Source: an optimization exercise on an open RTL-to-GDS flow (aim: small area and a short achievable clock period). Production flows keep margins and buffers that such runs may drop.
Where RTL was checked, it was by simulation tests only, not by an equivalence proof against the original.
The RTL of run 3 was laid out without a check of its function.
No activity file was given, so power comes from the tool's default toggle rates.

===== flow/flow/run.sh =====
#!/bin/bash
set -e
export BUFFER_PORTS_ARGS="-buffer_cell sky130_fd_sc_hd__buf_1"
bash standard.sh > standard.log 2>&1

===== flow/standard.sh =====
#!/bin/bash
# synth_recipe.tcl (not shown) runs the flow's synth.tcl, then flattens the netlist and writes it again
# the make line also repeats each setting of config.mk as NAME=value (left out here)
make -C /OpenROAD-flow-scripts/flow DESIGN_CONFIG=/design/flow/config.mk WORK_HOME=/design/flow/orfs CLKGATE_MAP_FILE= SYNTH_SCRIPT=/design/flow/synth_recipe.tcl "${@:-finish}"

===== flow/config.mk =====
export PLATFORM = sky130hd
export DESIGN_NAME = ternary_sum_nine
export DESIGN_NICKNAME = ternary_sum_nine
export VERILOG_FILES = /design/flow/design.v
export SDC_FILE = /design/flow/constraint.sdc
export NUM_CORES = 4
export LEC_CHECK = 0
export CAP_MARGIN = 20
export CORE_MARGIN = 2
export CORE_UTILIZATION = 60
export CTS_BUF_LIST = sky130_fd_sc_hd__clkbuf_8
export SETUP_SLACK_MARGIN = 2.9
export SLEW_MARGIN = 20

===== flow/constraint.sdc =====
create_clock -name core_clock -period 5.5 [get_ports {clk}]
set_input_delay 1.1000 -clock core_clock [delete_from_list [all_inputs] [get_ports {clk}]]
set_output_delay 1.1000 -clock core_clock [all_outputs]
set_load 0.01 [all_outputs]

===== flow/design.v =====
module ternary_sum_nine #(
    parameter WIDTH = 32
) (
    input clk,
    input [WIDTH-1:0] i0,
    input [WIDTH-1:0] i1,
    input [WIDTH-1:0] i2,
    input [WIDTH-1:0] i3,
    input [WIDTH-1:0] i4,
    input [WIDTH-1:0] i5,
    input [WIDTH-1:0] i6,
    input [WIDTH-1:0] i7,
    input [WIDTH-1:0] i8,
    output [WIDTH+4-1:0] o
);
wire fs0, fc0;
wire hs0, hc0;
wire fs1, fc1;
wire fs2, fc2;
wire hs1, hc1;
wire fs3, fc3;
wire fs4, fc4;
wire fs5, fc5;
wire fs6, fc6;
wire fs7, fc7;
wire fs8, fc8;
wire fs9, fc9;
wire fs10, fc10;
wire fs11, fc11;
wire fs12, fc12;
wire fs13, fc13;
wire fs14, fc14;
wire fs15, fc15;
wire fs16, fc16;
wire fs17, fc17;
wire fs18, fc18;
wire fs19, fc19;
wire fs20, fc20;
wire fs21, fc21;
wire fs22, fc22;
wire fs23, fc23;
wire fs24, fc24;
wire fs25, fc25;
wire fs26, fc26;
wire fs27, fc27;
wire fs28, fc28;
wire fs29, fc29;
wire fs30, fc30;
wire fs31, fc31;
wire fs32, fc32;
wire fs33, fc33;
wire fs34, fc34;
wire fs35, fc35;
wire fs36, fc36;
wire fs37, fc37;
wire fs38, fc38;
wire fs39, fc39;
wire fs40, fc40;
wire fs41, fc41;
wire fs42, fc42;
wire fs43, fc43;
wire fs44, fc44;
wire fs45, fc45;
wire fs46, fc46;
wire fs47, fc47;
wire fs48, fc48;
wire fs49, fc49;
wire fs50, fc50;
wire fs51, fc51;
wire fs52, fc52;
wire fs53, fc53;
wire fs54, fc54;
wire fs55, fc55;
wire fs56, fc56;
wire fs57, fc57;
wire fs58, fc58;
wire fs59, fc59;
wire fs60, fc60;
wire fs61, fc61;
wire fs62, fc62;
wire fs63, fc63;
wire fs64, fc64;
wire fs65, fc65;
wire fs66, fc66;
wire fs67, fc67;
wire fs68, fc68;
wire fs69, fc69;
wire fs70, fc70;
wire fs71, fc71;
wire fs72, fc72;
wire fs73, fc73;
wire fs74, fc74;
wire fs75, fc75;
wire fs76, fc76;
wire fs77, fc77;
wire fs78, fc78;
wire fs79, fc79;
wire fs80, fc80;
wire fs81, fc81;
wire fs82, fc82;
wire fs83, fc83;
wire fs84, fc84;
wire fs85, fc85;
wire fs86, fc86;
wire fs87, fc87;
wire fs88, fc88;
wire fs89, fc89;
wire fs90, fc90;
wire fs91, fc91;
wire fs92, fc92;
wire fs93, fc93;
wire fs94, fc94;
wire hs2, hc2;
wire fs95, fc95;
wire fs96, fc96;
wire fs97, fc97;
wire fs98, fc98;
wire fs99, fc99;
wire fs100, fc100;
wire fs101, fc101;
wire fs102, fc102;
wire fs103, fc103;
wire fs104, fc104;
wire fs105, fc105;
wire fs106, fc106;
wire fs107, fc107;
wire fs108, fc108;
wire fs109, fc109;
wire fs110, fc110;
wire fs111, fc111;
wire fs112, fc112;
wire fs113, fc113;
wire fs114, fc114;
wire fs115, fc115;
wire fs116, fc116;
wire fs117, fc117;
wire fs118, fc118;
wire fs119, fc119;
wire fs120, fc120;
wire fs121, fc121;
wire fs122, fc122;
wire fs123, fc123;
wire fs124, fc124;
wire fs125, fc125;
wire fs126, fc126;
wire fs127, fc127;
wire fs128, fc128;
wire fs129, fc129;
wire fs130, fc130;
wire fs131, fc131;
wire fs132, fc132;
wire fs133, fc133;
wire fs134, fc134;
wire fs135, fc135;
wire fs136, fc136;
wire fs137, fc137;
wire fs138, fc138;
wire fs139, fc139;
wire fs140, fc140;
wire fs141, fc141;
wire fs142, fc142;
wire fs143, fc143;
wire fs144, fc144;
wire fs145, fc145;
wire fs146, fc146;
wire fs147, fc147;
wire fs148, fc148;
wire fs149, fc149;
wire fs150, fc150;
wire fs151, fc151;
wire fs152, fc152;
wire fs153, fc153;
wire fs154, fc154;
wire hs3, hc3;
wire hs4, hc4;
wire fs155, fc155;
wire fs156, fc156;
wire fs157, fc157;
wire fs158, fc158;
wire fs159, fc159;
wire fs160, fc160;
wire fs161, fc161;
wire fs162, fc162;
wire fs163, fc163;
wire fs164, fc164;
wire fs165, fc165;
wire fs166, fc166;
wire fs167, fc167;
wire fs168, fc168;
wire fs169, fc169;
wire fs170, fc170;
wire fs171, fc171;
wire fs172, fc172;
wire fs173, fc173;
wire fs174, fc174;
wire fs175, fc175;
wire fs176, fc176;
wire fs177, fc177;
wire fs178, fc178;
wire fs179, fc179;
wire fs180, fc180;
wire fs181, fc181;
wire fs182, fc182;
wire fs183, fc183;
wire fs184, fc184;
wire fs185, fc185;
wire fs186, fc186;
reg r1_c0_0;
reg r1_c0_1;
reg r1_c0_2;
reg r1_c1_0;
reg r1_c1_1;
reg r1_c1_2;
reg r1_c2_0;
reg r1_c2_1;
reg r1_c2_2;
reg r1_c3_0;
reg r1_c3_1;
reg r1_c3_2;
reg r1_c4_0;
reg r1_c4_1;
reg r1_c4_2;
reg r1_c5_0;
reg r1_c5_1;
reg r1_c5_2;
reg r1_c6_0;
reg r1_c6_1;
reg r1_c6_2;
reg r1_c7_0;
reg r1_c7_1;
reg r1_c7_2;
reg r1_c8_0;
reg r1_c8_1;
reg r1_c8_2;
reg r1_c9_0;
reg r1_c9_1;
reg r1_c9_2;
reg r1_c10_0;
reg r1_c10_1;
reg r1_c10_2;
reg r1_c11_0;
reg r1_c11_1;
reg r1_c11_2;
reg r1_c12_0;
reg r1_c12_1;
reg r1_c12_2;
reg r1_c13_0;
reg r1_c13_1;
reg r1_c13_2;
reg r1_c14_0;
reg r1_c14_1;
reg r1_c14_2;
reg r1_c15_0;
reg r1_c15_1;
reg r1_c15_2;
reg r1_c16_0;
reg r1_c16_1;
reg r1_c16_2;
reg r1_c17_0;
reg r1_c17_1;
reg r1_c17_2;
reg r1_c18_0;
reg r1_c18_1;
reg r1_c18_2;
reg r1_c19_0;
reg r1_c19_1;
reg r1_c19_2;
reg r1_c20_0;
reg r1_c20_1;
reg r1_c20_2;
reg r1_c21_0;
reg r1_c21_1;
reg r1_c21_2;
reg r1_c22_0;
reg r1_c22_1;
reg r1_c22_2;
reg r1_c23_0;
reg r1_c23_1;
reg r1_c23_2;
reg r1_c24_0;
reg r1_c24_1;
reg r1_c24_2;
reg r1_c25_0;
reg r1_c25_1;
reg r1_c25_2;
reg r1_c26_0;
reg r1_c26_1;
reg r1_c26_2;
reg r1_c27_0;
reg r1_c27_1;
reg r1_c27_2;
reg r1_c28_0;
reg r1_c28_1;
reg r1_c28_2;
reg r1_c29_0;
reg r1_c29_1;
reg r1_c29_2;
reg r1_c30_0;
reg r1_c30_1;
reg r1_c30_2;
reg r1_c31_0;
reg r1_c31_1;
reg r1_c31_2;
reg r1_c32_0;
reg r1_c32_1;
reg r1_c32_2;
reg r1_c33_0;
reg r1_c33_1;
wire hs5, hc5;
wire fs187, fc187;
wire fs188, fc188;
wire fs189, fc189;
wire fs190, fc190;
wire fs191, fc191;
wire fs192, fc192;
wire fs193, fc193;
wire fs194, fc194;
wire fs195, fc195;
wire fs196, fc196;
wire fs197, fc197;
wire fs198, fc198;
wire fs199, fc199;
wire fs200, fc200;
wire fs201, fc201;
wire fs202, fc202;
wire fs203, fc203;
wire fs204, fc204;
wire fs205, fc205;
wire fs206, fc206;
wire fs207, fc207;
wire fs208, fc208;
wire fs209, fc209;
wire fs210, fc210;
wire fs211, fc211;
wire fs212, fc212;
wire fs213, fc213;
wire fs214, fc214;
wire fs215, fc215;
wire fs216, fc216;
wire fs217, fc217;
wire fs218, fc218;
wire hs6, hc6;
wire [35:0] row_a, row_b;
reg [35:0] o_r;
assign {fc0, fs0} = i0[0] + i1[0] + i2[0];
assign hs0 = i3[0] ^ i4[0];
assign hc0 = i3[0] & i4[0];
assign {fc1, fs1} = i0[1] + i1[1] + i2[1];
assign {fc2, fs2} = i3[1] + i4[1] + i5[1];
assign hs1 = i6[1] ^ i7[1];
assign hc1 = i6[1] & i7[1];
assign {fc3, fs3} = i0[2] + i1[2] + i2[2];
assign {fc4, fs4} = i3[2] + i4[2] + i5[2];
assign {fc5, fs5} = i6[2] + i7[2] + i8[2];
assign {fc6, fs6} = i0[3] + i1[3] + i2[3];
assign {fc7, fs7} = i3[3] + i4[3] + i5[3];
assign {fc8, fs8} = i6[3] + i7[3] + i8[3];
assign {fc9, fs9} = i0[4] + i1[4] + i2[4];
assign {fc10, fs10} = i3[4] + i4[4] + i5[4];
assign {fc11, fs11} = i6[4] + i7[4] + i8[4];
assign {fc12, fs12} = i0[5] + i1[5] + i2[5];
assign {fc13, fs13} = i3[5] + i4[5] + i5[5];
assign {fc14, fs14} = i6[5] + i7[5] + i8[5];
assign {fc15, fs15} = i0[6] + i1[6] + i2[6];
assign {fc16, fs16} = i3[6] + i4[6] + i5[6];
assign {fc17, fs17} = i6[6] + i7[6] + i8[6];
assign {fc18, fs18} = i0[7] + i1[7] + i2[7];
assign {fc19, fs19} = i3[7] + i4[7] + i5[7];
assign {fc20, fs20} = i6[7] + i7[7] + i8[7];
assign {fc21, fs21} = i0[8] + i1[8] + i2[8];
assign {fc22, fs22} = i3[8] + i4[8] + i5[8];
assign {fc23, fs23} = i6[8] + i7[8] + i8[8];
assign {fc24, fs24} = i0[9] + i1[9] + i2[9];
assign {fc25, fs25} = i3[9] + i4[9] + i5[9];
assign {fc26, fs26} = i6[9] + i7[9] + i8[9];
assign {fc27, fs27} = i0[10] + i1[10] + i2[10];
assign {fc28, fs28} = i3[10] + i4[10] + i5[10];
assign {fc29, fs29} = i6[10] + i7[10] + i8[10];
assign {fc30, fs30} = i0[11] + i1[11] + i2[11];
assign {fc31, fs31} = i3[11] + i4[11] + i5[11];
assign {fc32, fs32} = i6[11] + i7[11] + i8[11];
assign {fc33, fs33} = i0[12] + i1[12] + i2[12];
assign {fc34, fs34} = i3[12] + i4[12] + i5[12];
assign {fc35, fs35} = i6[12] + i7[12] + i8[12];
assign {fc36, fs36} = i0[13] + i1[13] + i2[13];
assign {fc37, fs37} = i3[13] + i4[13] + i5[13];
assign {fc38, fs38} = i6[13] + i7[13] + i8[13];
assign {fc39, fs39} = i0[14] + i1[14] + i2[14];
assign {fc40, fs40} = i3[14] + i4[14] + i5[14];
assign {fc41, fs41} = i6[14] + i7[14] + i8[14];
assign {fc42, fs42} = i0[15] + i1[15] + i2[15];
assign {fc43, fs43} = i3[15] + i4[15] + i5[15];
assign {fc44, fs44} = i6[15] + i7[15] + i8[15];
assign {fc45, fs45} = i0[16] + i1[16] + i2[16];
assign {fc46, fs46} = i3[16] + i4[16] + i5[16];
assign {fc47, fs47} = i6[16] + i7[16] + i8[16];
assign {fc48, fs48} = i0[17] + i1[17] + i2[17];
assign {fc49, fs49} = i3[17] + i4[17] + i5[17];
assign {fc50, fs50} = i6[17] + i7[17] + i8[17];
assign {fc51, fs51} = i0[18] + i1[18] + i2[18];
assign {fc52, fs52} = i3[18] + i4[18] + i5[18];
assign {fc53, fs53} = i6[18] + i7[18] + i8[18];
assign {fc54, fs54} = i0[19] + i1[19] + i2[19];
assign {fc55, fs55} = i3[19] + i4[19] + i5[19];
assign {fc56, fs56} = i6[19] + i7[19] + i8[19];
assign {fc57, fs57} = i0[20] + i1[20] + i2[20];
assign {fc58, fs58} = i3[20] + i4[20] + i5[20];
assign {fc59, fs59} = i6[20] + i7[20] + i8[20];
assign {fc60, fs60} = i0[21] + i1[21] + i2[21];
assign {fc61, fs61} = i3[21] + i4[21] + i5[21];
assign {fc62, fs62} = i6[21] + i7[21] + i8[21];
assign {fc63, fs63} = i0[22] + i1[22] + i2[22];
assign {fc64, fs64} = i3[22] + i4[22] + i5[22];
assign {fc65, fs65} = i6[22] + i7[22] + i8[22];
assign {fc66, fs66} = i0[23] + i1[23] + i2[23];
assign {fc67, fs67} = i3[23] + i4[23] + i5[23];
assign {fc68, fs68} = i6[23] + i7[23] + i8[23];
assign {fc69, fs69} = i0[24] + i1[24] + i2[24];
assign {fc70, fs70} = i3[24] + i4[24] + i5[24];
assign {fc71, fs71} = i6[24] + i7[24] + i8[24];
assign {fc72, fs72} = i0[25] + i1[25] + i2[25];
assign {fc73, fs73} = i3[25] + i4[25] + i5[25];
assign {fc74, fs74} = i6[25] + i7[25] + i8[25];
assign {fc75, fs75} = i0[26] + i1[26] + i2[26];
assign {fc76, fs76} = i3[26] + i4[26] + i5[26];
assign {fc77, fs77} = i6[26] + i7[26] + i8[26];
assign {fc78, fs78} = i0[27] + i1[27] + i2[27];
assign {fc79, fs79} = i3[27] + i4[27] + i5[27];
assign {fc80, fs80} = i6[27] + i7[27] + i8[27];
assign {fc81, fs81} = i0[28] + i1[28] + i2[28];
assign {fc82, fs82} = i3[28] + i4[28] + i5[28];
assign {fc83, fs83} = i6[28] + i7[28] + i8[28];
assign {fc84, fs84} = i0[29] + i1[29] + i2[29];
assign {fc85, fs85} = i3[29] + i4[29] + i5[29];
assign {fc86, fs86} = i6[29] + i7[29] + i8[29];
assign {fc87, fs87} = i0[30] + i1[30] + i2[30];
assign {fc88, fs88} = i3[30] + i4[30] + i5[30];
assign {fc89, fs89} = i6[30] + i7[30] + i8[30];
assign {fc90, fs90} = i0[31] + i1[31] + i2[31];
assign {fc91, fs91} = i3[31] + i4[31] + i5[31];
assign {fc92, fs92} = i6[31] + i7[31] + i8[31];
assign {fc93, fs93} = fs0 + hs0 + i5[0];
assign {fc94, fs94} = fs1 + fs2 + hs1;
assign hs2 = i8[1] ^ fc0;
assign hc2 = i8[1] & fc0;
assign {fc95, fs95} = fs3 + fs4 + fs5;
assign {fc96, fs96} = fc1 + fc2 + hc1;
assign {fc97, fs97} = fs6 + fs7 + fs8;
assign {fc98, fs98} = fc3 + fc4 + fc5;
assign {fc99, fs99} = fs9 + fs10 + fs11;
assign {fc100, fs100} = fc6 + fc7 + fc8;
assign {fc101, fs101} = fs12 + fs13 + fs14;
assign {fc102, fs102} = fc9 + fc10 + fc11;
assign {fc103, fs103} = fs15 + fs16 + fs17;
assign {fc104, fs104} = fc12 + fc13 + fc14;
assign {fc105, fs105} = fs18 + fs19 + fs20;
assign {fc106, fs106} = fc15 + fc16 + fc17;
assign {fc107, fs107} = fs21 + fs22 + fs23;
assign {fc108, fs108} = fc18 + fc19 + fc20;
assign {fc109, fs109} = fs24 + fs25 + fs26;
assign {fc110, fs110} = fc21 + fc22 + fc23;
assign {fc111, fs111} = fs27 + fs28 + fs29;
assign {fc112, fs112} = fc24 + fc25 + fc26;
assign {fc113, fs113} = fs30 + fs31 + fs32;
assign {fc114, fs114} = fc27 + fc28 + fc29;
assign {fc115, fs115} = fs33 + fs34 + fs35;
assign {fc116, fs116} = fc30 + fc31 + fc32;
assign {fc117, fs117} = fs36 + fs37 + fs38;
assign {fc118, fs118} = fc33 + fc34 + fc35;
assign {fc119, fs119} = fs39 + fs40 + fs41;
assign {fc120, fs120} = fc36 + fc37 + fc38;
assign {fc121, fs121} = fs42 + fs43 + fs44;
assign {fc122, fs122} = fc39 + fc40 + fc41;
assign {fc123, fs123} = fs45 + fs46 + fs47;
assign {fc124, fs124} = fc42 + fc43 + fc44;
assign {fc125, fs125} = fs48 + fs49 + fs50;
assign {fc126, fs126} = fc45 + fc46 + fc47;
assign {fc127, fs127} = fs51 + fs52 + fs53;
assign {fc128, fs128} = fc48 + fc49 + fc50;
assign {fc129, fs129} = fs54 + fs55 + fs56;
assign {fc130, fs130} = fc51 + fc52 + fc53;
assign {fc131, fs131} = fs57 + fs58 + fs59;
assign {fc132, fs132} = fc54 + fc55 + fc56;
assign {fc133, fs133} = fs60 + fs61 + fs62;
assign {fc134, fs134} = fc57 + fc58 + fc59;
assign {fc135, fs135} = fs63 + fs64 + fs65;
assign {fc136, fs136} = fc60 + fc61 + fc62;
assign {fc137, fs137} = fs66 + fs67 + fs68;
assign {fc138, fs138} = fc63 + fc64 + fc65;
assign {fc139, fs139} = fs69 + fs70 + fs71;
assign {fc140, fs140} = fc66 + fc67 + fc68;
assign {fc141, fs141} = fs72 + fs73 + fs74;
assign {fc142, fs142} = fc69 + fc70 + fc71;
assign {fc143, fs143} = fs75 + fs76 + fs77;
assign {fc144, fs144} = fc72 + fc73 + fc74;
assign {fc145, fs145} = fs78 + fs79 + fs80;
assign {fc146, fs146} = fc75 + fc76 + fc77;
assign {fc147, fs147} = fs81 + fs82 + fs83;
assign {fc148, fs148} = fc78 + fc79 + fc80;
assign {fc149, fs149} = fs84 + fs85 + fs86;
assign {fc150, fs150} = fc81 + fc82 + fc83;
assign {fc151, fs151} = fs87 + fs88 + fs89;
assign {fc152, fs152} = fc84 + fc85 + fc86;
assign {fc153, fs153} = fs90 + fs91 + fs92;
assign {fc154, fs154} = fc87 + fc88 + fc89;
assign hs3 = fc90 ^ fc91;
assign hc3 = fc90 & fc91;
assign hs4 = fs93 ^ i6[0];
assign hc4 = fs93 & i6[0];
assign {fc155, fs155} = fs94 + hs2 + hc0;
assign {fc156, fs156} = fs95 + fs96 + fc94;
assign {fc157, fs157} = fs97 + fs98 + fc95;
assign {fc158, fs158} = fs99 + fs100 + fc97;
assign {fc159, fs159} = fs101 + fs102 + fc99;
assign {fc160, fs160} = fs103 + fs104 + fc101;
assign {fc161, fs161} = fs105 + fs106 + fc103;
assign {fc162, fs162} = fs107 + fs108 + fc105;
assign {fc163, fs163} = fs109 + fs110 + fc107;
assign {fc164, fs164} = fs111 + fs112 + fc109;
assign {fc165, fs165} = fs113 + fs114 + fc111;
assign {fc166, fs166} = fs115 + fs116 + fc113;
assign {fc167, fs167} = fs117 + fs118 + fc115;
assign {fc168, fs168} = fs119 + fs120 + fc117;
assign {fc169, fs169} = fs121 + fs122 + fc119;
assign {fc170, fs170} = fs123 + fs124 + fc121;
assign {fc171, fs171} = fs125 + fs126 + fc123;
assign {fc172, fs172} = fs127 + fs128 + fc125;
assign {fc173, fs173} = fs129 + fs130 + fc127;
assign {fc174, fs174} = fs131 + fs132 + fc129;
assign {fc175, fs175} = fs133 + fs134 + fc131;
assign {fc176, fs176} = fs135 + fs136 + fc133;
assign {fc177, fs177} = fs137 + fs138 + fc135;
assign {fc178, fs178} = fs139 + fs140 + fc137;
assign {fc179, fs179} = fs141 + fs142 + fc139;
assign {fc180, fs180} = fs143 + fs144 + fc141;
assign {fc181, fs181} = fs145 + fs146 + fc143;
assign {fc182, fs182} = fs147 + fs148 + fc145;
assign {fc183, fs183} = fs149 + fs150 + fc147;
assign {fc184, fs184} = fs151 + fs152 + fc149;
assign {fc185, fs185} = fs153 + fs154 + fc151;
assign {fc186, fs186} = hs3 + fc92 + fc153;
assign hs5 = r1_c0_0 ^ r1_c0_1;
assign hc5 = r1_c0_0 & r1_c0_1;
assign {fc187, fs187} = r1_c1_0 + r1_c1_1 + r1_c1_2;
assign {fc188, fs188} = r1_c2_0 + r1_c2_1 + r1_c2_2;
assign {fc189, fs189} = r1_c3_0 + r1_c3_1 + r1_c3_2;
assign {fc190, fs190} = r1_c4_0 + r1_c4_1 + r1_c4_2;
assign {fc191, fs191} = r1_c5_0 + r1_c5_1 + r1_c5_2;
assign {fc192, fs192} = r1_c6_0 + r1_c6_1 + r1_c6_2;
assign {fc193, fs193} = r1_c7_0 + r1_c7_1 + r1_c7_2;
assign {fc194, fs194} = r1_c8_0 + r1_c8_1 + r1_c8_2;
assign {fc195, fs195} = r1_c9_0 + r1_c9_1 + r1_c9_2;
assign {fc196, fs196} = r1_c10_0 + r1_c10_1 + r1_c10_2;
assign {fc197, fs197} = r1_c11_0 + r1_c11_1 + r1_c11_2;
assign {fc198, fs198} = r1_c12_0 + r1_c12_1 + r1_c12_2;
assign {fc199, fs199} = r1_c13_0 + r1_c13_1 + r1_c13_2;
assign {fc200, fs200} = r1_c14_0 + r1_c14_1 + r1_c14_2;
assign {fc201, fs201} = r1_c15_0 + r1_c15_1 + r1_c15_2;
assign {fc202, fs202} = r1_c16_0 + r1_c16_1 + r1_c16_2;
assign {fc203, fs203} = r1_c17_0 + r1_c17_1 + r1_c17_2;
assign {fc204, fs204} = r1_c18_0 + r1_c18_1 + r1_c18_2;
assign {fc205, fs205} = r1_c19_0 + r1_c19_1 + r1_c19_2;
assign {fc206, fs206} = r1_c20_0 + r1_c20_1 + r1_c20_2;
assign {fc207, fs207} = r1_c21_0 + r1_c21_1 + r1_c21_2;
assign {fc208, fs208} = r1_c22_0 + r1_c22_1 + r1_c22_2;
assign {fc209, fs209} = r1_c23_0 + r1_c23_1 + r1_c23_2;
assign {fc210, fs210} = r1_c24_0 + r1_c24_1 + r1_c24_2;
assign {fc211, fs211} = r1_c25_0 + r1_c25_1 + r1_c25_2;
assign {fc212, fs212} = r1_c26_0 + r1_c26_1 + r1_c26_2;
assign {fc213, fs213} = r1_c27_0 + r1_c27_1 + r1_c27_2;
assign {fc214, fs214} = r1_c28_0 + r1_c28_1 + r1_c28_2;
assign {fc215, fs215} = r1_c29_0 + r1_c29_1 + r1_c29_2;
assign {fc216, fs216} = r1_c30_0 + r1_c30_1 + r1_c30_2;
assign {fc217, fs217} = r1_c31_0 + r1_c31_1 + r1_c31_2;
assign {fc218, fs218} = r1_c32_0 + r1_c32_1 + r1_c32_2;
assign hs6 = r1_c33_0 ^ r1_c33_1;
assign hc6 = r1_c33_0 & r1_c33_1;
assign row_a = {1'b0, hc6, hs6, fs218, fs217, fs216, fs215, fs214, fs213, fs212, fs211, fs210, fs209, fs208, fs207, fs206, fs205, fs204, fs203, fs202, fs201, fs200, fs199, fs198, fs197, fs196, fs195, fs194, fs193, fs192, fs191, fs190, fs189, fs188, fs187, hs5};
assign row_b = {1'b0, 1'b0, fc218, fc217, fc216, fc215, fc214, fc213, fc212, fc211, fc210, fc209, fc208, fc207, fc206, fc205, fc204, fc203, fc202, fc201, fc200, fc199, fc198, fc197, fc196, fc195, fc194, fc193, fc192, fc191, fc190, fc189, fc188, fc187, hc5, r1_c0_2};
always @(posedge clk) begin
    r1_c0_0 <= hs4;
    r1_c0_1 <= i7[0];
    r1_c0_2 <= i8[0];
    r1_c1_0 <= fs155;
    r1_c1_1 <= fc93;
    r1_c1_2 <= hc4;
    r1_c2_0 <= fs156;
    r1_c2_1 <= hc2;
    r1_c2_2 <= fc155;
    r1_c3_0 <= fs157;
    r1_c3_1 <= fc96;
    r1_c3_2 <= fc156;
    r1_c4_0 <= fs158;
    r1_c4_1 <= fc98;
    r1_c4_2 <= fc157;
    r1_c5_0 <= fs159;
    r1_c5_1 <= fc100;
    r1_c5_2 <= fc158;
    r1_c6_0 <= fs160;
    r1_c6_1 <= fc102;
    r1_c6_2 <= fc159;
    r1_c7_0 <= fs161;
    r1_c7_1 <= fc104;
    r1_c7_2 <= fc160;
    r1_c8_0 <= fs162;
    r1_c8_1 <= fc106;
    r1_c8_2 <= fc161;
    r1_c9_0 <= fs163;
    r1_c9_1 <= fc108;
    r1_c9_2 <= fc162;
    r1_c10_0 <= fs164;
    r1_c10_1 <= fc110;
    r1_c10_2 <= fc163;
    r1_c11_0 <= fs165;
    r1_c11_1 <= fc112;
    r1_c11_2 <= fc164;
    r1_c12_0 <= fs166;
    r1_c12_1 <= fc114;
    r1_c12_2 <= fc165;
    r1_c13_0 <= fs167;
    r1_c13_1 <= fc116;
    r1_c13_2 <= fc166;
    r1_c14_0 <= fs168;
    r1_c14_1 <= fc118;
    r1_c14_2 <= fc167;
    r1_c15_0 <= fs169;
    r1_c15_1 <= fc120;
    r1_c15_2 <= fc168;
    r1_c16_0 <= fs170;
    r1_c16_1 <= fc122;
    r1_c16_2 <= fc169;
    r1_c17_0 <= fs171;
    r1_c17_1 <= fc124;
    r1_c17_2 <= fc170;
    r1_c18_0 <= fs172;
    r1_c18_1 <= fc126;
    r1_c18_2 <= fc171;
    r1_c19_0 <= fs173;
    r1_c19_1 <= fc128;
    r1_c19_2 <= fc172;
    r1_c20_0 <= fs174;
    r1_c20_1 <= fc130;
    r1_c20_2 <= fc173;
    r1_c21_0 <= fs175;
    r1_c21_1 <= fc132;
    r1_c21_2 <= fc174;
    r1_c22_0 <= fs176;
    r1_c22_1 <= fc134;
    r1_c22_2 <= fc175;
    r1_c23_0 <= fs177;
    r1_c23_1 <= fc136;
    r1_c23_2 <= fc176;
    r1_c24_0 <= fs178;
    r1_c24_1 <= fc138;
    r1_c24_2 <= fc177;
    r1_c25_0 <= fs179;
    r1_c25_1 <= fc140;
    r1_c25_2 <= fc178;
    r1_c26_0 <= fs180;
    r1_c26_1 <= fc142;
    r1_c26_2 <= fc179;
    r1_c27_0 <= fs181;
    r1_c27_1 <= fc144;
    r1_c27_2 <= fc180;
    r1_c28_0 <= fs182;
    r1_c28_1 <= fc146;
    r1_c28_2 <= fc181;
    r1_c29_0 <= fs183;
    r1_c29_1 <= fc148;
    r1_c29_2 <= fc182;
    r1_c30_0 <= fs184;
    r1_c30_1 <= fc150;
    r1_c30_2 <= fc183;
    r1_c31_0 <= fs185;
    r1_c31_1 <= fc152;
    r1_c31_2 <= fc184;
    r1_c32_0 <= fs186;
    r1_c32_1 <= fc154;
    r1_c32_2 <= fc185;
    r1_c33_0 <= hc3;
    r1_c33_1 <= fc186;
    o_r <= row_a + row_b;
end
assign o = o_r;
endmodule

==> results of run 1 <==
## worst min-delay path by stage
stage | from | end | slack, ps | cells after the start
6_report | r1_c0_2 | o_r[0] | 490 | 1
2_1_floorplan | r1_c0_2 | o_r[0] | 430 | 1
3_5_place_dp | r1_c0_2 | o_r[0] | 440 | 1
5_1_grt | r1_c0_2 | o_r[0] | 500 | 1
4_1_cts | r1_c0_2 | o_r[0] | 490 | 1
3_3_place_gp | r1_c0_2 | o_r[0] | 440 | 1
## stage by stage
stage                     instance area, um2  hold slack (ps)  total power, uW
after floorplan                         9300              432             5510
after global placement                 10700              438             6630
after detailed placement               10700              444             6760
after CTS                              11400              492             8360
after global routing                   11900              496            10200
final                                  11900              487             9450
## cell families (layout without fill, tap and decap cells)
| kind of cell | count (synthesis) | count (layout) | synth area share (%) |
|---|---|---|---|
| AOI/OAI and AO/OA | 112 | 112 | 8.35 |
| adders and majority gates | 261 | 261 | 53.0 |
| buffers and inverters | 35 | 404 | 1.46 |
| DFF | 137 | 137 | 29.6 |
| xor gates and xnor gates | 31 | 31 | 2.93 |
| and+or+nand+nor | 84 | 84 | 4.61 |
| muxes | 1 | 1 | 0.108 |
## power by group
group | total (uW) | internal [uW] | leakage, uW | switching, uW
clock network | 790 | 414 | 0.000193 | 376
registers | 1710 | 1500 | 0.00116 | 209
logic | 6950 | 3360 | 0.00325 | 3590
total | 9450 | 5270 | 0.00460 | 4180
## per-layer routing
metal  routed length, um  global-route usage, %  vias to the layer above  share of wire, %
li1                    -                      -                     2935                 -
met1                7410                   30.2                     3232                37
met2               11000                   46.3                      279                55
met3                1290                   5.90                       43               6.4
met4                 444                   7.37                        0               2.2
met5                   0                      0                        -                 0
## cell type report
type,instances,area [um2]
multi-input combinational,489,6970
tap,188,235
timing repair buffer,351,1430
clock inverter,11,109
fill,933,3300
inverter,23,93.8
clock buffer,19,262
sequential,137,2750
## what timing repair did
item / in CTS / in global routing
pin swaps: 23 / 33
resized for setup: 54 / 58
buffers inserted: 13 / 14
endpoints found under the setup margin: 17 / 18
## critical path: stages (launching register included)
cell	delay, ps
dfxtp_2	320
fa_1	510
fa_2	370
a21o_1	240
a221oi_4	300
o21ai_2	120
and3_4	200
o31ai_4	280
o31ai_2	110
xor2_1	160
## cell usage after synthesis (7+ instances only)
master and instances:
a21o_1 25, a21oi_1 34, clkbuf_1 9, dfxtp_1 137, fa_1 220, ha_1 41
inv_1 23, nand2_1 22, nand3_1 10, nand4_1 9, nor2_1 18, o21ai_0 11
o21bai_1 7, xnor2_1 19, xor2_1 12
## layout by cell type (no fill, tap or decap), drive strengths merged, types with 6 or more instances in the layout
| cell type | synthesis | final |
|---|---|---|
| buf | 3 | 351 |
| ha | 41 | 41 |
| dfxtp | 137 | 137 |
| nor2 | 18 | 18 |
| inv | 23 | 26 |
| xnor2 | 19 | 19 |
| nand2 | 22 | 22 |
| a21o | 26 | 26 |
| a21oi | 34 | 34 |
| o21ai | 12 | 12 |
| clkbuf | 9 | 19 |
| nand4 | 9 | 9 |
| o21bai | 7 | 7 |
| fa | 220 | 220 |
| nand3 | 10 | 10 |
| and3 | 7 | 7 |
| nor3 | 6 | 6 |
| xor2 | 12 | 12 |
| a31oi | 6 | 6 |
==> flow_summary.toml, run 1 <==
[worst_setup_path]
crit_path_start = "r1_c1_2"
critPathArrivalTime_ps = 3050
r2r-start = "r1_c1_2"
required_ps = 5810
rr_endpoint = "o_r[28]"
reg2regPathDepth = 9
crit_path_start_kind = "flop"
crit_path_max_fanout = 4
crit_type = "reg2reg"
worstSetupEndpoint = "o_r[28]"
reg2reg_slack_ps = 2760
crit_path_end_kind = "flop"

[timing]
fin_tns_setup_ps = 0
setup_violations = 0
finalCritPeriodShare_pct = 49.7
worstMarginPinSlew_ps = 507
max_freq_ghz = 0.366
fin_crit_ps = 2740
fin_worst_skew_ps = 19.4
slew_violations = 0
relSlewSlack_pct = 65.8
rsz0062_at_grt = "true"
setup_slack_ps = 2760
hold_violations = 0

[drt]
drt_iter0_markers = 250
num_vias = 6489
avgViaCountPerCell = 5.33
wl_per_cell_um = 16.6
drc = 0
antenna_left = 0
drtPass1Iterations = 5
routed_wl_um = 20200

[global_route]
grt_max_degree = 17
grt_pass1_vias = 7212
antenna_found_initial = 0
grt_overflow = 0
grt.total_usage_pct = 25.4
grt_pass1_wl_um = 32500

[floorplanning]
dieArea_um2 = 16500
start_util_pct = 61.3
die_w_um = 128
die_h_um = 128
pin_count = 325
core_um2 = 15100
rows = 45

[clocking]
clk_pin_slew_ps = 70
cts_tree = "built"
cts_buffers = 17
hold_buffers = 0
cts_htree_levels = 4
insertion_delay_ps = 450
cts_root_buf = "clkbuf_8"
clockBufferDepth = 2
clock-sinks = 137

[yosys]
yosysSeqAreaShare_pct = 29.6
synth_cells = 661
synth_area_per_cell_um2 = 14.0
synth_edf_count = 0
synth-main-ff-cell = "dfxtp_1"
post-synth-top-area-cell = "fa_1"
netlist-cell-type-count = 50
synth_top_cell_area_share_pct = 47.5
yosysWarnings = 1
synth_area_um2 = 9280
ys_top_cells_by_area = "fa_1, dfxtp_1, ha_1, a21o_1, a21oi_1"
ys_ff_latch = 137
async_reset_ff_share_pct = 0
mappedNetlistNets = 1211

[cells_and_area]
postLayoutCoreUtil_pct = 78.2
instances_no_fill = 1218
antenna-diode-count = 0
fin_nets = 1569
regMostFlops = "o_r"
areaGrowthSynthToFinish_pct = 27.7
drive_gt1_share_pct = 13.9
largest_reg_flops = 36

[placed_design]
dp_hpwl_um = 16100
port_buffers = 324
gp_congestion = 0.858
dp.cells = 1161
pre_cts_ws_ps = 2550

[run_status]
status = "complete, no violations"

[power_and_ir_drop]
p_per_area_nw_per_um2 = 798
ir_drop_mv = 0.414
leakage_uw = 0.00460

[job]
drv_cap = 0

[worst_hold_path]
hold_path.class = "reg2reg"
==> inputs of run 2 (changes only) <==
==> flow/flow/run.sh (replaced) <==
#!/bin/bash
set -e
export BUFFER_PORTS_ARGS="-buffer_cell sky130_fd_sc_hd__buf_1"
export CTS_ARGS="-sink_clustering_enable -repair_clock_nets -dont_use_dummy_load -buf_list sky130_fd_sc_hd__clkbuf_8"
bash standard.sh > standard.log 2>&1
--- a/flow/config.mk
+++ b/flow/config.mk
@@ -7,2 +7,3 @@
 export LEC_CHECK = 0
+export ABC_AREA = 1
 export CAP_MARGIN = 20
@@ -10,4 +11,4 @@
 export CORE_UTILIZATION = 60
-export CTS_BUF_LIST = sky130_fd_sc_hd__clkbuf_8
-export SETUP_SLACK_MARGIN = 2.9
+export SETUP_SLACK_MARGIN = 3.2
 export SLEW_MARGIN = 20
+export TNS_END_PERCENT = 10
==> flow_summary.toml, run 2 <==
[cells_and_area]
areaGrowthSynthToFinish_pct = 20.6
instances_no_fill = 1411
largest_reg_flops = 36
fin_nets = 1747
layout_commonest_cell = "buf_1"
regMostFlops = "o_r"
nFillCells = 1222
antenna-diode-count = 0
multi_input_area_um2 = 6750
final_cell_mix = "buf_1, fa_1, nand2_1"
drive_gt1_share_pct = 6.86
layout.area.seq_um2 = 2740

[timing]
timing.hold.ws_ps = 489
fin_crit_ps = 2390
relSlewSlack_pct = 78.3
hold_violations = 0
setup_violations = 0
worstMarginPinSlew_ps = 323
slew_violations = 0
fin_tns_setup_ps = 0
max_freq_ghz = 0.419
finalCritPeriodShare_pct = 43.4
fin_worst_skew_ps = 20.1
rsz0062_at_grt = "true"

[clocking]
cts_htree_levels = 4
insertion_delay_ps = 440
clock-sinks = 137
cts_tree = "built"
cts_buffers = 17
clockBufferDepth = 2
clk_pin_slew_ps = 70
cts_root_buf = "clkbuf_8"

[worst_setup_path]
critPathArrivalTime_ps = 2710
crit_path_start_kind = "input port"
reg2reg_slack_ps = 3250
crit_type = "in2reg"
required_ps = 5820
rr_endpoint = "o_r[30]"
crit_buf_inv = 3
r2r-start = "r1_c13_0"
cp_slowest_cell = "fa_1"
slowest_delay_ps = 520
cp_common_cell = "fa_1"
path_cells = "buf_4 -> inv_8 -> fa_1 -> inv_1 -> fa_1 -> fa_1"
crit_path_end_kind = "flop"
crit_path_max_fanout = 1
cp_top_family = "adder cells"
reg2regPathDepth = 10

[global_route]
grt_max_degree = 17
antenna_found_initial = 0
grt_overflow = 0
grt.total_usage_pct = 23.3
grt_pass1_wl_um = 30600
grt_pass1_vias = 7150

[drt]
num_vias = 6793
routed-wl-met3_um = 1140
wl_per_cell_um = 13.3
antenna_left = 0
drc = 0
highest-signal-layer = "met4"
drt_iter0_markers = 244
routed_wl_um = 18700
m1WireLength_um = 7440
drtPass1Iterations = 4
avgViaCountPerCell = 4.81
met2WireLength_um = 9880

[yosys]
synth_area_um2 = 9640
synth_top_cell_area_share_pct = 45.7
synth_most_common_cell = "fa_1"
yosysWarnings = 1
mappedNetlistNets = 1400
synth_cells = 850
yosys-top-cells-count = "fa_1, nand2_1, dfxtp_1, inv_1, nor2_1"
ys_top_cells_by_area = "fa_1, dfxtp_1, nand2_1, ha_1, inv_1"
post-synth-top-area-cell = "fa_1"
synth_edf_count = 0
yosysSeqAreaShare_pct = 28.4
synth_area_per_cell_um2 = 11.3
synth-main-ff-cell = "dfxtp_1"
netlist-cell-type-count = 23
async_reset_ff_share_pct = 0
ys_ff_latch = 137

[job]
drv_cap = 0

[placed_design]
port_buffers = 324
dp.cells = 1390
gp_congestion = 0.873
dp_hpwl_um = 16500

[worst_hold_path]
worstHoldStart = "r1_c0_2"
hold_path.class = "reg2reg"
min_to = "o_r[0]"
holdPathStages = 1

[floorplanning]
dieArea_um2 = 17100
pin_count = 325
rows = 46
start_util_pct = 61.1
core_um2 = 15800
die_h_um = 131
die_w_um = 131

[power_and_ir_drop]
ir_drop_mv = 0.306
p_per_area_nw_per_um2 = 679
leakage_uw = 0.00496

[run_status]
status = "complete, no violations"
==> run 2: cell count changes in the layout (fill, tap and decap cells not counted), moves of 14 or more <==
cell / before / now
nand2_1: 22 / 172
inv_1: 23 / 99
nor2_1: 14 / 40
a21o_1: 24 / 1
buf_4: 25 / 5
xnor2_1: 18 / 0
nand2_2: 0 / 14
nand3_1: 9 / 23
==> run 2: cell families after synthesis <==
| kind of cell | Yosys count | synth area share (%) |
|---|---|---|
| adder cells (fa/ha/maj) | 261 | 51.0 |
| buffers and inverters | 101 | 3.93 |
| AND/OR/NAND/NOR | 268 | 11.5 |
| XOR/XNOR | 17 | 1.54 |
| flip-flops | 137 | 28.4 |
| AO/OA/AOI/OAI | 66 | 3.58 |
==> run 2: how the worst max path moves through the flow <==
stage	startpoint	end	slack [ps]	cells past startpoint
floorplan	i0[11]	r1_c11_0	2810	3
global placement	i2[31]	r1_c31_0	2580	6
detailed placement	i2[31]	r1_c31_0	2560	6
CTS	i5[10]	r1_c10_0	3140	4
global route	i2[31]	r1_c31_0	3080	6
finish	i2[31]	r1_c31_0	3110	6
==> run 2: final cells by class <==
class / instances / share of cell area [%]
Multi-Input combinational cell: 612 / 58.0
Sequential cell: 137 / 23.6
Timing Repair Buffer: 328 / 10.7
Inverter: 101 / 3.32
Tap cell: 216 / 2.32
Clock buffer: 17 / 2.01
==> run 2: timing repair <==
item	4_1_cts	5_1_grt
hold buffers	0	0
setup buffers	0	4
cloned	0	0
pin swaps	19	6
resized for setup	5	48
endpoints found under the setup margin	43	80
==> run 2: power breakdown <==
| group | internal, uW | switching (uW) |
|---|---|---|
| sequential | 1480 | 181 |
| clock | 271 | 312 |
| combinational | 2230 | 3420 |
| total | 3980 | 3920 |
==> run 2: routing by layer <==
| layer | track usage [%] | up-vias |
|---|---|---|
| met5 | 0 | - |
| met4 | 7.20 | 0 |
| met3 | 4.97 | 22 |
| met2 | 41.6 | 206 |
| met1 | 28.5 | 3269 |
| li1 | - | 3296 |
==> run 2: stage by stage <==
step                      instance area, um2  util, %  worst slack, ps  power (uW)
after floorplan                         9650        -             2810        5430
after global routing                   11600     73.8             3080        8850
after detailed placement               11100     70.6             2560        6810
after global placement                 11100     70.6             2580        6720
after CTS                              11400     72.2             3140        7450
final                                  11600     73.8             3110        7900
==> inputs of run 3 (changes only) <==
--- a/flow/design.v
+++ b/flow/design.v
@@ -579,2 +579,271 @@
 assign row_b = {1'b0, 1'b0, fc218, fc217, fc216, fc215, fc214, fc213, fc212, fc211, fc210, fc209, fc208, fc207, fc206, fc205, fc204, fc203, fc202, fc201, fc200, fc199, fc198, fc197, fc196, fc195, fc194, fc193, fc192, fc191, fc190, fc189, fc188, fc187, hc5, r1_c0_2};
+wire [35:0] cpa_sum;
+wire [35:0] pg_g0, pg_p0;
+assign pg_g0 = row_a & row_b;
+assign pg_p0 = row_a ^ row_b;
+wire gx1_1, px1_1;
+assign gx1_1 = pg_g0[1] | (pg_p0[1] & pg_g0[0]);
+wire gx1_3, px1_3;
+assign gx1_3 = pg_g0[3] | (pg_p0[3] & pg_g0[2]);
+assign px1_3 = pg_p0[3] & pg_p0[2];
+wire gx1_5, px1_5;
+assign gx1_5 = pg_g0[5] | (pg_p0[5] & pg_g0[4]);
+assign px1_5 = pg_p0[5] & pg_p0[4];
+wire gx1_7, px1_7;
+assign gx1_7 = pg_g0[7] | (pg_p0[7] & pg_g0[6]);
+assign px1_7 = pg_p0[7] & pg_p0[6];
+wire gx1_9, px1_9;
+assign gx1_9 = pg_g0[9] | (pg_p0[9] & pg_g0[8]);
+assign px1_9 = pg_p0[9] & pg_p0[8];
+wire gx1_11, px1_11;
+assign gx1_11 = pg_g0[11] | (pg_p0[11] & pg_g0[10]);
+assign px1_11 = pg_p0[11] & pg_p0[10];
+wire gx1_13, px1_13;
+assign gx1_13 = pg_g0[13] | (pg_p0[13] & pg_g0[12]);
+assign px1_13 = pg_p0[13] & pg_p0[12];
+wire gx1_15, px1_15;
+assign gx1_15 = pg_g0[15] | (pg_p0[15] & pg_g0[14]);
+assign px1_15 = pg_p0[15] & pg_p0[14];
+wire gx1_17, px1_17;
+assign gx1_17 = pg_g0[17] | (pg_p0[17] & pg_g0[16]);
+assign px1_17 = pg_p0[17] & pg_p0[16];
+wire gx1_19, px1_19;
+assign gx1_19 = pg_g0[19] | (pg_p0[19] & pg_g0[18]);
+assign px1_19 = pg_p0[19] & pg_p0[18];
+wire gx1_21, px1_21;
+assign gx1_21 = pg_g0[21] | (pg_p0[21] & pg_g0[20]);
+assign px1_21 = pg_p0[21] & pg_p0[20];
+wire gx1_23, px1_23;
+assign gx1_23 = pg_g0[23] | (pg_p0[23] & pg_g0[22]);
+assign px1_23 = pg_p0[23] & pg_p0[22];
+wire gx1_25, px1_25;
+assign gx1_25 = pg_g0[25] | (pg_p0[25] & pg_g0[24]);
+assign px1_25 = pg_p0[25] & pg_p0[24];
+wire gx1_27, px1_27;
+assign gx1_27 = pg_g0[27] | (pg_p0[27] & pg_g0[26]);
+assign px1_27 = pg_p0[27] & pg_p0[26];
+wire gx1_29, px1_29;
+assign gx1_29 = pg_g0[29] | (pg_p0[29] & pg_g0[28]);
+assign px1_29 = pg_p0[29] & pg_p0[28];
+wire gx1_31, px1_31;
+assign gx1_31 = pg_g0[31] | (pg_p0[31] & pg_g0[30]);
+assign px1_31 = pg_p0[31] & pg_p0[30];
+wire gx1_33, px1_33;
+assign gx1_33 = pg_g0[33] | (pg_p0[33] & pg_g0[32]);
+assign px1_33 = pg_p0[33] & pg_p0[32];
+wire gx1_35, px1_35;
+assign gx1_35 = pg_g0[35] | (pg_p0[35] & pg_g0[34]);
+assign px1_35 = pg_p0[35] & pg_p0[34];
+wire gx2_2, px2_2;
+assign gx2_2 = pg_g0[2] | (pg_p0[2] & gx1_1);
+wire gx2_3, px2_3;
+assign gx2_3 = gx1_3 | (px1_3 & gx1_1);
+wire gx2_6, px2_6;
+assign gx2_6 = pg_g0[6] | (pg_p0[6] & gx1_5);
+assign px2_6 = pg_p0[6] & px1_5;
+wire gx2_7, px2_7;
+assign gx2_7 = gx1_7 | (px1_7 & gx1_5);
+assign px2_7 = px1_7 & px1_5;
+wire gx2_10, px2_10;
+assign gx2_10 = pg_g0[10] | (pg_p0[10] & gx1_9);
+assign px2_10 = pg_p0[10] & px1_9;
+wire gx2_11, px2_11;
+assign gx2_11 = gx1_11 | (px1_11 & gx1_9);
+assign px2_11 = px1_11 & px1_9;
+wire gx2_14, px2_14;
+assign gx2_14 = pg_g0[14] | (pg_p0[14] & gx1_13);
+assign px2_14 = pg_p0[14] & px1_13;
+wire gx2_15, px2_15;
+assign gx2_15 = gx1_15 | (px1_15 & gx1_13);
+assign px2_15 = px1_15 & px1_13;
+wire gx2_18, px2_18;
+assign gx2_18 = pg_g0[18] | (pg_p0[18] & gx1_17);
+assign px2_18 = pg_p0[18] & px1_17;
+wire gx2_19, px2_19;
+assign gx2_19 = gx1_19 | (px1_19 & gx1_17);
+assign px2_19 = px1_19 & px1_17;
+wire gx2_22, px2_22;
+assign gx2_22 = pg_g0[22] | (pg_p0[22] & gx1_21);
+assign px2_22 = pg_p0[22] & px1_21;
+wire gx2_23, px2_23;
+assign gx2_23 = gx1_23 | (px1_23 & gx1_21);
+assign px2_23 = px1_23 & px1_21;
+wire gx2_26, px2_26;
+assign gx2_26 = pg_g0[26] | (pg_p0[26] & gx1_25);
+assign px2_26 = pg_p0[26] & px1_25;
+wire gx2_27, px2_27;
+assign gx2_27 = gx1_27 | (px1_27 & gx1_25);
+assign px2_27 = px1_27 & px1_25;
+wire gx2_30, px2_30;
+assign gx2_30 = pg_g0[30] | (pg_p0[30] & gx1_29);
+assign px2_30 = pg_p0[30] & px1_29;
+wire gx2_31, px2_31;
+assign gx2_31 = gx1_31 | (px1_31 & gx1_29);
+assign px2_31 = px1_31 & px1_29;
+wire gx2_34, px2_34;
+assign gx2_34 = pg_g0[34] | (pg_p0[34] & gx1_33);
+assign px2_34 = pg_p0[34] & px1_33;
+wire gx2_35, px2_35;
+assign gx2_35 = gx1_35 | (px1_35 & gx1_33);
+assign px2_35 = px1_35 & px1_33;
+wire gx3_4, px3_4;
+assign gx3_4 = pg_g0[4] | (pg_p0[4] & gx2_3);
+wire gx3_5, px3_5;
+assign gx3_5 = gx1_5 | (px1_5 & gx2_3);
+wire gx3_6, px3_6;
+assign gx3_6 = gx2_6 | (px2_6 & gx2_3);
+wire gx3_7, px3_7;
+assign gx3_7 = gx2_7 | (px2_7 & gx2_3);
+wire gx3_12, px3_12;
+assign gx3_12 = pg_g0[12] | (pg_p0[12] & gx2_11);
+assign px3_12 = pg_p0[12] & px2_11;
+wire gx3_13, px3_13;
+assign gx3_13 = gx1_13 | (px1_13 & gx2_11);
+assign px3_13 = px1_13 & px2_11;
+wire gx3_14, px3_14;
+assign gx3_14 = gx2_14 | (px2_14 & gx2_11);
+assign px3_14 = px2_14 & px2_11;
+wire gx3_15, px3_15;
+assign gx3_15 = gx2_15 | (px2_15 & gx2_11);
+assign px3_15 = px2_15 & px2_11;
+wire gx3_20, px3_20;
+assign gx3_20 = pg_g0[20] | (pg_p0[20] & gx2_19);
+assign px3_20 = pg_p0[20] & px2_19;
+wire gx3_21, px3_21;
+assign gx3_21 = gx1_21 | (px1_21 & gx2_19);
+assign px3_21 = px1_21 & px2_19;
+wire gx3_22, px3_22;
+assign gx3_22 = gx2_22 | (px2_22 & gx2_19);
+assign px3_22 = px2_22 & px2_19;
+wire gx3_23, px3_23;
+assign gx3_23 = gx2_23 | (px2_23 & gx2_19);
+assign px3_23 = px2_23 & px2_19;
+wire gx3_28, px3_28;
+assign gx3_28 = pg_g0[28] | (pg_p0[28] & gx2_27);
+assign px3_28 = pg_p0[28] & px2_27;
+wire gx3_29, px3_29;
+assign gx3_29 = gx1_29 | (px1_29 & gx2_27);
+assign px3_29 = px1_29 & px2_27;
+wire gx3_30, px3_30;
+assign gx3_30 = gx2_30 | (px2_30 & gx2_27);
+assign px3_30 = px2_30 & px2_27;
+wire gx3_31, px3_31;
+assign gx3_31 = gx2_31 | (px2_31 & gx2_27);
+assign px3_31 = px2_31 & px2_27;
+wire gx4_8, px4_8;
+assign gx4_8 = pg_g0[8] | (pg_p0[8] & gx3_7);
+wire gx4_9, px4_9;
+assign gx4_9 = gx1_9 | (px1_9 & gx3_7);
+wire gx4_10, px4_10;
+assign gx4_10 = gx2_10 | (px2_10 & gx3_7);
+wire gx4_11, px4_11;
+assign gx4_11 = gx2_11 | (px2_11 & gx3_7);
+wire gx4_12, px4_12;
+assign gx4_12 = gx3_12 | (px3_12 & gx3_7);
+wire gx4_13, px4_13;
+assign gx4_13 = gx3_13 | (px3_13 & gx3_7);
+wire gx4_14, px4_14;
+assign gx4_14 = gx3_14 | (px3_14 & gx3_7);
+wire gx4_15, px4_15;
+assign gx4_15 = gx3_15 | (px3_15 & gx3_7);
+wire gx4_24, px4_24;
+assign gx4_24 = pg_g0[24] | (pg_p0[24] & gx3_23);
+assign px4_24 = pg_p0[24] & px3_23;
+wire gx4_25, px4_25;
+assign gx4_25 = gx1_25 | (px1_25 & gx3_23);
+assign px4_25 = px1_25 & px3_23;
+wire gx4_26, px4_26;
+assign gx4_26 = gx2_26 | (px2_26 & gx3_23);
+assign px4_26 = px2_26 & px3_23;
+wire gx4_27, px4_27;
+assign gx4_27 = gx2_27 | (px2_27 & gx3_23);
+assign px4_27 = px2_27 & px3_23;
+wire gx4_28, px4_28;
+assign gx4_28 = gx3_28 | (px3_28 & gx3_23);
+assign px4_28 = px3_28 & px3_23;
+wire gx4_29, px4_29;
+assign gx4_29 = gx3_29 | (px3_29 & gx3_23);
+assign px4_29 = px3_29 & px3_23;
+wire gx4_30, px4_30;
+assign gx4_30 = gx3_30 | (px3_30 & gx3_23);
+assign px4_30 = px3_30 & px3_23;
+wire gx4_31, px4_31;
+assign gx4_31 = gx3_31 | (px3_31 & gx3_23);
+assign px4_31 = px3_31 & px3_23;
+wire gx5_16, px5_16;
+assign gx5_16 = pg_g0[16] | (pg_p0[16] & gx4_15);
+wire gx5_17, px5_17;
+assign gx5_17 = gx1_17 | (px1_17 & gx4_15);
+wire gx5_18, px5_18;
+assign gx5_18 = gx2_18 | (px2_18 & gx4_15);
+wire gx5_19, px5_19;
+assign gx5_19 = gx2_19 | (px2_19 & gx4_15);
+wire gx5_20, px5_20;
+assign gx5_20 = gx3_20 | (px3_20 & gx4_15);
+wire gx5_21, px5_21;
+assign gx5_21 = gx3_21 | (px3_21 & gx4_15);
+wire gx5_22, px5_22;
+assign gx5_22 = gx3_22 | (px3_22 & gx4_15);
+wire gx5_23, px5_23;
+assign gx5_23 = gx3_23 | (px3_23 & gx4_15);
+wire gx5_24, px5_24;
+assign gx5_24 = gx4_24 | (px4_24 & gx4_15);
+wire gx5_25, px5_25;
+assign gx5_25 = gx4_25 | (px4_25 & gx4_15);
+wire gx5_26, px5_26;
+assign gx5_26 = gx4_26 | (px4_26 & gx4_15);
+wire gx5_27, px5_27;
+assign gx5_27 = gx4_27 | (px4_27 & gx4_15);
+wire gx5_28, px5_28;
+assign gx5_28 = gx4_28 | (px4_28 & gx4_15);
+wire gx5_29, px5_29;
+assign gx5_29 = gx4_29 | (px4_29 & gx4_15);
+wire gx5_30, px5_30;
+assign gx5_30 = gx4_30 | (px4_30 & gx4_15);
+wire gx5_31, px5_31;
+assign gx5_31 = gx4_31 | (px4_31 & gx4_15);
+wire gx6_32, px6_32;
+assign gx6_32 = pg_g0[32] | (pg_p0[32] & gx5_31);
+wire gx6_33, px6_33;
+assign gx6_33 = gx1_33 | (px1_33 & gx5_31);
+wire gx6_34, px6_34;
+assign gx6_34 = gx2_34 | (px2_34 & gx5_31);
+wire gx6_35, px6_35;
+assign gx6_35 = gx2_35 | (px2_35 & gx5_31);
+assign cpa_sum[0] = pg_p0[0];
+assign cpa_sum[1] = pg_p0[1] ^ pg_g0[0];
+assign cpa_sum[2] = pg_p0[2] ^ gx1_1;
+assign cpa_sum[3] = pg_p0[3] ^ gx2_2;
+assign cpa_sum[4] = pg_p0[4] ^ gx2_3;
+assign cpa_sum[5] = pg_p0[5] ^ gx3_4;
+assign cpa_sum[6] = pg_p0[6] ^ gx3_5;
+assign cpa_sum[7] = pg_p0[7] ^ gx3_6;
+assign cpa_sum[8] = pg_p0[8] ^ gx3_7;
+assign cpa_sum[9] = pg_p0[9] ^ gx4_8;
+assign cpa_sum[10] = pg_p0[10] ^ gx4_9;
+assign cpa_sum[11] = pg_p0[11] ^ gx4_10;
+assign cpa_sum[12] = pg_p0[12] ^ gx4_11;
+assign cpa_sum[13] = pg_p0[13] ^ gx4_12;
+assign cpa_sum[14] = pg_p0[14] ^ gx4_13;
+assign cpa_sum[15] = pg_p0[15] ^ gx4_14;
+assign cpa_sum[16] = pg_p0[16] ^ gx4_15;
+assign cpa_sum[17] = pg_p0[17] ^ gx5_16;
+assign cpa_sum[18] = pg_p0[18] ^ gx5_17;
+assign cpa_sum[19] = pg_p0[19] ^ gx5_18;
+assign cpa_sum[20] = pg_p0[20] ^ gx5_19;
+assign cpa_sum[21] = pg_p0[21] ^ gx5_20;
+assign cpa_sum[22] = pg_p0[22] ^ gx5_21;
+assign cpa_sum[23] = pg_p0[23] ^ gx5_22;
+assign cpa_sum[24] = pg_p0[24] ^ gx5_23;
+assign cpa_sum[25] = pg_p0[25] ^ gx5_24;
+assign cpa_sum[26] = pg_p0[26] ^ gx5_25;
+assign cpa_sum[27] = pg_p0[27] ^ gx5_26;
+assign cpa_sum[28] = pg_p0[28] ^ gx5_27;
+assign cpa_sum[29] = pg_p0[29] ^ gx5_28;
+assign cpa_sum[30] = pg_p0[30] ^ gx5_29;
+assign cpa_sum[31] = pg_p0[31] ^ gx5_30;
+assign cpa_sum[32] = pg_p0[32] ^ gx5_31;
+assign cpa_sum[33] = pg_p0[33] ^ gx6_32;
+assign cpa_sum[34] = pg_p0[34] ^ gx6_33;
+assign cpa_sum[35] = pg_p0[35] ^ gx6_34;
 always @(posedge clk) begin
@@ -681,3 +950,3 @@
     r1_c33_1 <= fc186;
-    o_r <= row_a + row_b;
+    o_r <= cpa_sum;
 end
==> flow/flow/run.sh (replaced) <==
#!/bin/bash
set -e
export BUFFER_PORTS_ARGS="-buffer_cell sky130_fd_sc_hd__buf_1"
bash standard.sh > standard.log 2>&1
--- a/flow/config.mk
+++ b/flow/config.mk
@@ -7,8 +7,5 @@
 export LEC_CHECK = 0
-export ABC_AREA = 1
 export CAP_MARGIN = 20
 export CORE_MARGIN = 2
-export CORE_UTILIZATION = 60
-export SETUP_SLACK_MARGIN = 3.2
+export CORE_UTILIZATION = 40
 export SLEW_MARGIN = 20
-export TNS_END_PERCENT = 10
==> flow_summary.toml, run 3 <==
[floorplanning]
die_w_um = 153
start_util_pct = 40.8
core_um2 = 21800
pin_count = 325
dieArea_um2 = 23500
rows = 54
die_h_um = 153

[worst_setup_path]
r2r-start = "r1_c1_0"
rr_endpoint = "o_r[33]"
crit_path_max_fanout = 4
critPathArrivalTime_ps = 3700
crit_path_start_kind = "flop"
crit_type = "reg2reg"
reg2regPathDepth = 12
crit_path_end_kind = "flop"
required_ps = 5800
reg2reg_slack_ps = 2100

[clocking]
cts_resized = 0
cts_root_buf = "clkbuf_16"
hold_buffers = 0
cts_htree_levels = 4
clockBufferDepth = 2
clock-sinks = 137
post_cts_buffers = 0
insertion_delay_ps = 410
cts_buffers = 17
cts_tree = "built"
clk_pin_slew_ps = 60

[timing]
slew_violations = 0
hold_violations = 0
fin_tns_setup_ps = 0
fin_crit_ps = 3400
relSlewSlack_pct = 68.3
worstMarginPinSlew_ps = 472
rsz0062_at_grt = "false"
setup_violations = 0
setup_slack_ps = 2100
finalCritPeriodShare_pct = 61.9
fin_worst_skew_ps = 9.11
max_freq_ghz = 0.294

[yosys]
synth_cells = 604
yosys.area_share.adder_pct = 56.2
synth_area_um2 = 8910
ys_top_cells_by_area = "fa_1, dfxtp_1, ha_1, inv_1, xnor2_1"
synth_compound_area_share_pct = 4.75
mappedNetlistNets = 1158
synth_top_cell_area_share_pct = 50.6
synth-simple-area-share_pct = 3.26
async_reset_ff_share_pct = 0
ys_ff_latch = 137
synth_xor_area_share_pct = 2.26
yosysSeqAreaShare_pct = 30.8
yosys-top-cells-count = "fa_1, dfxtp_1, inv_1, ha_1, nor2_1"
post-synth-top-area-cell = "fa_1"
synthMuxAreaShare_pct = 0
netlist-cell-type-count = 45
yosysWarnings = 1
synth_area_per_cell_um2 = 14.7
synth_most_common_cell = "fa_1"
synth_top_family_by_area = "adder cells"
synth_edf_count = 0
synth-main-ff-cell = "dfxtp_1"

[power_and_ir_drop]
p_per_area_nw_per_um2 = 597
seq_power_share_pct = 24.9
ir_drop_mv = 0.234
p_switching_uw = 2680
clkPwrFrac_pct = 17.6
combPwrFrac_pct = 57.5
leakage_uw = 0.00449
p_int_uw = 3930
netSwitchingFraction_pct = 40.6

[cells_and_area]
antenna-diode-count = 0
drive_gt1_share_pct = 4.48
fin_nets = 1501
regMostFlops = "o_r"
layout_commonest_cell = "buf_1"
largest_reg_flops = 36
final_cell_mix = "buf_1, fa_1, dfxtp_1"
nFillCells = 1932
postLayoutCoreUtil_pct = 50.8
areaGrowthSynthToFinish_pct = 24.4

[drt]
avgViaCountPerCell = 4.44
num_vias = 5500
wl_per_cell_um = 13.1
drc = 0
antenna_left = 0
drtPass1Iterations = 4
drt_iter0_markers = 97
routed_wl_um = 16200

[placed_design]
port_buffers = 324
gp_congestion = 0.752
dp_hpwl_um = 14700
pre_cts_ws_ps = 2080

[global_route]
met2_usage_pct = 27.1
grt.total_usage_pct = 15.2
antenna_found_initial = 0
groute.layer.met1.usage_pct = 17.8
busiest_layer = "met2"
grt_max_degree = 17
grt_pass1_vias = 6196
grt_pass1_wl_um = 28300
grtUsageMet3_pct = 4.56
grt_overflow = 0

[worst_hold_path]
worstHoldStart = "r1_c0_2"
holdPathStages = 1
hold_path.class = "reg2reg"
min_to = "o_r[0]"

[run_status]
status = "complete, no violations"

[job]
drv_cap = 0
run 3: cell type report:
type	count	area, um2	area share (%)
clock inverter	13	166	1.50
clock buffer	19	443	4.00
timing repair buffer	324	1220	11.0
sequential	137	2740	24.7
multi-input combinational	402	5920	53.4
inverter	65	244	2.20
tap	280	350	3.16
run 3: worst max-delay path by stage:
stage / cells after the start / slack [ps] / startpoint / end
2_1_floorplan: 12 / 2330 / r1_c1_0 / o_r[33]
3_3_place_gp: 12 / 2100 / r1_c1_0 / o_r[33]
3_5_place_dp: 12 / 2080 / r1_c1_0 / o_r[33]
4_1_cts: 12 / 2070 / r1_c1_0 / o_r[33]
5_1_grt: 12 / 1850 / r1_c1_0 / o_r[17]
6_report: 12 / 2100 / r1_c1_0 / o_r[33]
run 3: logic make-up (layout without fill, tap and decap cells):
| group | after synthesis | count (layout) |
|---|---|---|
| adder cells (fa/ha/maj) | 265 | 265 |
| AND/OR/NAND/NOR | 57 | 57 |
| AO/OA/AOI/OAI | 57 | 57 |
| XOR/XNOR | 23 | 23 |
| flip-flops | 137 | 137 |
| buffers and inverters | 65 | 421 |
run 3: power by group through the flow:
| stage | registers [uW] | logic (uW) | clock network, uW |
|---|---|---|---|
| 2_1_floorplan | 1720 | 2820 | 0 |
| 3_3_place_gp | 1670 | 3820 | 0 |
| 3_5_place_dp | 1680 | 3870 | 0 |
| 4_1_cts | 1660 | 3920 | 1190 |
| 5_1_grt | 1700 | 4470 | 1250 |
| 6_report | 1650 | 3800 | 1160 |
run 3: layer usage:
layer / part of all wire [%] / wire length (um) / up-vias
met5: 0 / 0 / -
met4: 1.5 / 243 / 0
met3: 7.6 / 1230 / 19
met2: 54 / 8700 / 195
met1: 37 / 6050 / 2682
li1: - / - / 2604
run 3: worst max-delay path, stage by stage, from the launching register on:
cell,delay (ps)
dfxtp_1,310
inv_1,50
fa_1,520
inv_1,50
fa_1,470
a211oi_2,250
nor3_1,140
or2_1,270
a21oi_4,190
o21ai_2,110
a221o_2,400
fa_1,390
xor2_1,150
run 3: metrics by stage:
stage          hold slack (ps)  power, uW  cell area (um2)  instances
2_1_floorplan              432       4540             8910        604
3_3_place_gp               461       5490            10500       1208
3_5_place_dp               446       5550            10500       1208
4_1_cts                    475       6770            11100       1240
5_1_grt                    478       7410            11100       1240
6_report                   475       6610            11100       1240

[port drivers added, routing unchanged]
The results above use ideal ports. As a check the final layouts listed here were re-extracted and re-timed, cells and wires unchanged. Step 1, drivers: a clkbuf_16 drives clk and a buf_2 each remaining input, both assumed. Step 2 moves the port delays by t, midway between the first and last clock arrival at a register: inputs arrive t later, outputs are due t later. That takes back most of the time a late clock gives input paths. Slacks: ideal / step 1 / step 2; pairs: ideal / step 1.
run	t (ns)	setup slack, ns	slew at the worst register clock pin (ns)
run 1	0.478	2.764 / 2.764 / 2.552	0.08 / 0.08
run 2	0.468	3.111 / 3.119 / 2.651	0.07 / 0.07
run 3	0.455	2.098 / 2.098 / 2.098	0.06 / 0.06
After both steps setup and hold are still met in every run listed. For run 2, which loses most, drivers alone change the setup slack by +0.008 ns; drivers and shift together by -0.460 ns.
